Source: an optimization exercise on an open RTL-to-GDS flow (aim: small area, a short achievable clock period and few clock cycles). Production flows keep margins and buffers that such runs may drop.

== main ==
==> module rsa_encrypt, before the edit <==
module rsa_encrypt(input clk, reset_n, compute,
                   input [31:0] M, e, n,
                   output logic [31:0] C,
                   output logic encrypt_done);
  logic        busy, first, init, keep, trv, mul, yb, ec;
  logic        sa, sx, zx;    
  logic [4:0]  i;             
  logic [3:0]  j;             
  logic [15:0] acc, X, nr;
  function automatic [4:0] msb32(input [31:0] v);
    msb32 = 5'd0;
    for (int k = 1; k < 32; k++) if (v[k]) msb32 = k[4:0];
  endfunction
  function automatic [3:0] msb16(input [15:0] v);
    msb16 = 4'd0;
    for (int k = 1; k < 16; k++) if (v[k]) msb16 = k[3:0];
  endfunction
  function automatic below16(input [15:0] v);
    below16 = 1'b0;
    for (int k = 0; k < 15; k++) if (v[k+1]) below16 = v[k];
  endfunction
  function automatic [18:0] add19(input [18:0] a, input [18:0] b, input ci);
    logic [18:0] g, p, gg, pp, g2, p2;
    g = a & b;
    p = a ^ b;
    gg = g; pp = p;
    gg[0] = g[0] | (p[0] & ci);
    for (int d = 1; d < 19; d = d * 2) begin
      g2 = gg; p2 = pp;
      for (int k = d; k < 19; k++) begin
        g2[k] = gg[k] | (pp[k] & gg[k-d]);
        p2[k] = pp[k] & pp[k-d];
      end
      gg = g2; pp = p2;
    end
    add19 = p ^ {gg[17:0], ci};
  endfunction
  wire idle = !busy && !encrypt_done;
  always_ff @(posedge clk) if (idle) nr <= n[15:0];
  wire [18:0] xa = zx ? 19'd0 : {2'b0, acc, 1'b0};
  wire [18:0] xb = {3'b0, ({16{sa}} & acc) | ({16{sx}} & X)};
  wire [18:0] z1 = ~{3'b0, nr};
  wire [18:0] z2 = ~{2'b0, nr, 1'b0};
  wire [18:0] s1 = xa ^ xb ^ z1;
  wire [18:0] c1 = {(xa[17:0] & xb[17:0]) | (xa[17:0] & z1[17:0]) | (xb[17:0] & z1[17:0]), 1'b1};
  wire [18:0] s2 = xa ^ xb ^ z2;
  wire [18:0] c2 = {(xa[17:0] & xb[17:0]) | (xa[17:0] & z2[17:0]) | (xb[17:0] & z2[17:0]), 1'b1};
  wire [18:0] t0 = add19(xa, xb, 1'b0);
  wire [18:0] t1 = add19(s1, c1, 1'b0);    
  wire [18:0] t2 = add19(s2, c2, 1'b0);    
  wire [15:0] acc_n = !t2[18] ? t2[15:0] : (!t1[18] ? t1[15:0] : t0[15:0]);
  wire [15:0] Yf  = mul ? M[15:0] : (init ? X : acc);    
  wire [15:0] Y   = mul ? M[15:0] : X;                   
  wire y01  = Yf[15:1] == 15'd0;          
  wire fin  = !first && j == 4'd0;
  wire more = !mul && ec;                 
  wire adv  = fin && !more;               
  wire triv = (e[31:1] == 31'd0) || (M[15:1] == 15'd0);    
  logic busy_n, done_n, first_n, init_n, keep_n, mul_n, yb_n;
  logic [3:0] j_n;
  logic [4:0] i_n;
  always_comb begin
    busy_n = busy; done_n = encrypt_done;
    first_n = first; init_n = init; keep_n = keep; mul_n = mul;
    yb_n = yb; j_n = j; i_n = i;
    if (busy) begin
      if ((first && init && trv) || (adv && i == 5'd0)) begin
        busy_n = 1'b0;
        done_n = 1'b1;
      end
      if (first) begin
        first_n = 1'b0;
        init_n = 1'b0;
        keep_n = y01;
        j_n = y01 ? 4'd0 : msb16({1'b0, Yf[15:1]});
        yb_n = below16(Yf);
      end else begin
        j_n = j - 4'd1;
        yb_n = Y[j - 4'd1];
        keep_n = 1'b0;
      end
      if (fin) begin
        first_n = 1'b1;
        mul_n = more;
        if (adv) i_n = i - 5'd1;
      end
    end else begin
      if (encrypt_done) begin
        if (!compute) done_n = 1'b0;
      end else if (compute) busy_n = 1'b1;
      first_n = 1'b1;
      init_n = 1'b1;
      keep_n = 1'b0;
      mul_n = 1'b0;
      i_n = msb32({1'b0, e[31:1]});
    end
  end
  always_ff @(posedge clk, negedge reset_n) begin
    if (!reset_n) begin
      busy <= 1'b0;
      encrypt_done <= 1'b0;
    end else begin
      busy <= busy_n;
      encrypt_done <= done_n;
    end
  end
  always_ff @(posedge clk) begin
    acc <= acc_n;
    ec <= e[i];
    first <= first_n; init <= init_n; keep <= keep_n; mul <= mul_n;
    yb <= yb_n; j <= j_n; i <= i_n;
    sa <= (first_n && !init_n) || keep_n || !busy_n;
    sx <= busy_n && ((first_n && init_n) || (!first_n && !keep_n && yb_n));
    zx <= first_n || keep_n || !busy_n;
    if (busy && first && !init) X <= acc;
    if (!busy) begin
      X <= M[15:0];
      trv <= triv;
    end
  end
  assign C = {16'd0, acc};
endmodule
make LEC_CHECK=0 CAP_MARGIN=20 CORE_MARGIN=2 CORE_UTILIZATION=40 PLACE_DENSITY=0.6 SETUP_SLACK_MARGIN=2.0 SLEW_MARGIN=20 finish   # period 5.0 ns
run.sh (not shown) runs the stock make flow with config.mk's settings and CLKGATE_MAP_FILE= SYNTH_SCRIPT=/design/flow/synth_recipe.tcl, a recipe that flattens the netlist after the stock synthesis.
main did not stop at any stage, and its layout met the timing, DRC and antenna checks.
The following lists how the feature branch was set up differently from main:
==> flow/design.v <==
module rsa_encrypt(input clk, reset_n, compute,
                   input [31:0] M, e, n,
                   output logic [31:0] C,
                   output logic encrypt_done);
  logic        busy, first, keep, trv, mul, yb, ec;
  logic [4:0]  i;             
  logic [3:0]  j;             
  logic [15:0] A, B, X, nr;
  function automatic [4:0] msb32(input [31:0] v);
    msb32 = 5'd0;
    for (int k = 1; k < 32; k++) if (v[k]) msb32 = k[4:0];
  endfunction
  function automatic [3:0] msb16(input [15:0] v);
    msb16 = 4'd0;
    for (int k = 1; k < 16; k++) if (v[k]) msb16 = k[3:0];
  endfunction
  function automatic below16(input [15:0] v);
    below16 = 1'b0;
    for (int k = 0; k < 15; k++) if (v[k+1]) below16 = v[k];
  endfunction
  function automatic [18:0] add19(input [18:0] a, input [18:0] b);
    logic [18:0] g, p, gg, pp, g2, p2;
    g = a & b;
    p = a ^ b;
    gg = g; pp = p;
    for (int d = 1; d < 19; d = d * 2) begin
      g2 = gg; p2 = pp;
      for (int k = d; k < 19; k++) begin
        g2[k] = gg[k] | (pp[k] & gg[k-d]);
        p2[k] = pp[k] & pp[k-d];
      end
      gg = g2; pp = p2;
    end
    add19 = p ^ {gg[17:0], 1'b0};
  endfunction
  wire idle = !busy && !encrypt_done;
  always_ff @(posedge clk) if (idle) nr <= n[15:0];
  wire [18:0] xa = {2'b0, A, 1'b0};
  wire [18:0] xb = {3'b0, B};
  wire [18:0] z1 = ~{3'b0, nr};
  wire [18:0] z2 = ~{2'b0, nr, 1'b0};
  wire [18:0] s1 = xa ^ xb ^ z1;
  wire [18:0] c1 = {(xa[17:0] & xb[17:0]) | (xa[17:0] & z1[17:0]) | (xb[17:0] & z1[17:0]), 1'b1};
  wire [18:0] s2 = xa ^ xb ^ z2;
  wire [18:0] c2 = {(xa[17:0] & xb[17:0]) | (xa[17:0] & z2[17:0]) | (xb[17:0] & z2[17:0]), 1'b1};
  wire [18:0] t0 = add19(xa, xb);
  wire [18:0] t1 = add19(s1, c1);    
  wire [18:0] t2 = add19(s2, c2);    
  wire [15:0] acc_n = !t2[18] ? t2[15:0] : (!t1[18] ? t1[15:0] : t0[15:0]);
  wire [15:0] Yf  = mul ? M[15:0] : B;       
  wire [15:0] Y   = mul ? M[15:0] : X;       
  wire y01  = Yf[15:1] == 15'd0;          
  wire fin  = !first && j == 4'd0;
  wire more = !mul && ec;                 
  wire adv  = fin && !more;               
  wire triv = (e[31:1] == 31'd0) || (M[15:1] == 15'd0);    
  logic busy_n, done_n, first_n, keep_n, mul_n, yb_n;
  logic [3:0] j_n;
  logic [4:0] i_n;
  logic [15:0] X_n;
  always_comb begin
    busy_n = busy; done_n = encrypt_done;
    first_n = first; keep_n = keep; mul_n = mul;
    yb_n = yb; j_n = j; i_n = i; X_n = X;
    if (busy) begin
      if ((first && trv) || (adv && i == 5'd0)) begin
        busy_n = 1'b0;
        done_n = 1'b1;
      end
      if (first) begin
        X_n = B;
        first_n = 1'b0;
        keep_n = y01;
        j_n = y01 ? 4'd0 : msb16({1'b0, Yf[15:1]});
        yb_n = below16(Yf) && !y01;
      end else begin
        j_n = j - 4'd1;
        yb_n = Y[j - 4'd1];
        keep_n = 1'b0;
      end
      if (fin) begin
        first_n = 1'b1;
        mul_n = more;
        if (adv) i_n = i - 5'd1;
      end
    end else begin
      if (encrypt_done) begin
        if (!compute) done_n = 1'b0;
      end else if (compute) busy_n = 1'b1;
      X_n = M[15:0];
      first_n = 1'b1;
      keep_n = 1'b0;
      mul_n = 1'b0;
      i_n = msb32({1'b0, e[31:1]});
    end
  end
  wire a_acc = busy_n && !first_n && !keep_n;           
  wire b_acc = (busy_n && first_n && busy) || keep_n || !busy_n;
  wire b_X   = (busy_n && !busy) || (a_acc && yb_n);    
  always_ff @(posedge clk, negedge reset_n) begin
    if (!reset_n) begin
      busy <= 1'b0;
      encrypt_done <= 1'b0;
    end else begin
      busy <= busy_n;
      encrypt_done <= done_n;
    end
  end
  always_ff @(posedge clk) begin
    ec <= e[i];
    first <= first_n; keep <= keep_n; mul <= mul_n;
    yb <= yb_n; j <= j_n; i <= i_n;
    X <= X_n;
    A <= a_acc ? acc_n : 16'd0;
    B <= ({16{b_acc}} & acc_n) | ({16{b_X}} & X_n);
    if (!busy) trv <= triv;
  end
  assign C = {16'd0, B};
endmodule
Notes after the runs:
- main has lower total length of routed met2 wires than the feature branch.
- The feature branch ends up with a distinct cell type count of the synthesized netlist that is about 9% higher than in main.
- When the final numbers for main and the feature branch were put side by side, the met1 usage in global routing turned out to be greater in main.
- First-pass GRT wire length, the feature branch vs main: up by a few percent
- main → the feature branch: flip-flop and latch count after synthesis higher; non-clock buffer share of cell area lower.
- When the final numbers for main and the feature branch were put side by side, the fraction of standard cell area in multi-input logic turned out to be greater in main.
- No stage failed in the feature branch, and the final checks on the layout all came back clean.
- Worst hold slack was lower in the run labelled the feature branch.
- [compare] base=main new=the feature branch: well-tap cell count saw an increase, via density per instance saw a decrease.
Function was not checked in any run of this note: the RTL went through the layout flow alone.

re-timing with driven ports:
The results above use ideal ports. As a check the final layouts listed here were re-extracted and re-timed, cells and wires unchanged. Step 1, drivers: a clkbuf_16 drives clk and a buf_2 each remaining input, both assumed. Step 2 adds t to the input delays and takes it off the output delays; t is the mean of the earliest and latest rising clock arrival at the registers after step 1. Input paths then give back, and output paths get back, about the clock's delay inside the block. Slacks: ideal ports / drivers / drivers and shift; pairs: ideal ports / drivers.
run	t, ns	slack for setup (ns)	worst setup path after step 2	latest minus earliest clock arrival (ns)	slew at the worst register clock pin (ns)
main	0.388	1.441 / 1.441 / 1.441	register to register	0.011 / 0.011	0.06 / 0.06
the feature branch	0.400	1.840 / 1.840 / 1.601	input to register	0.009 / 0.009	0.07 / 0.07
After both steps every run listed still meets setup and hold. For the feature branch, which loses most, drivers alone change the setup slack by 0.000 ns; drivers and shift together by -0.239 ns.
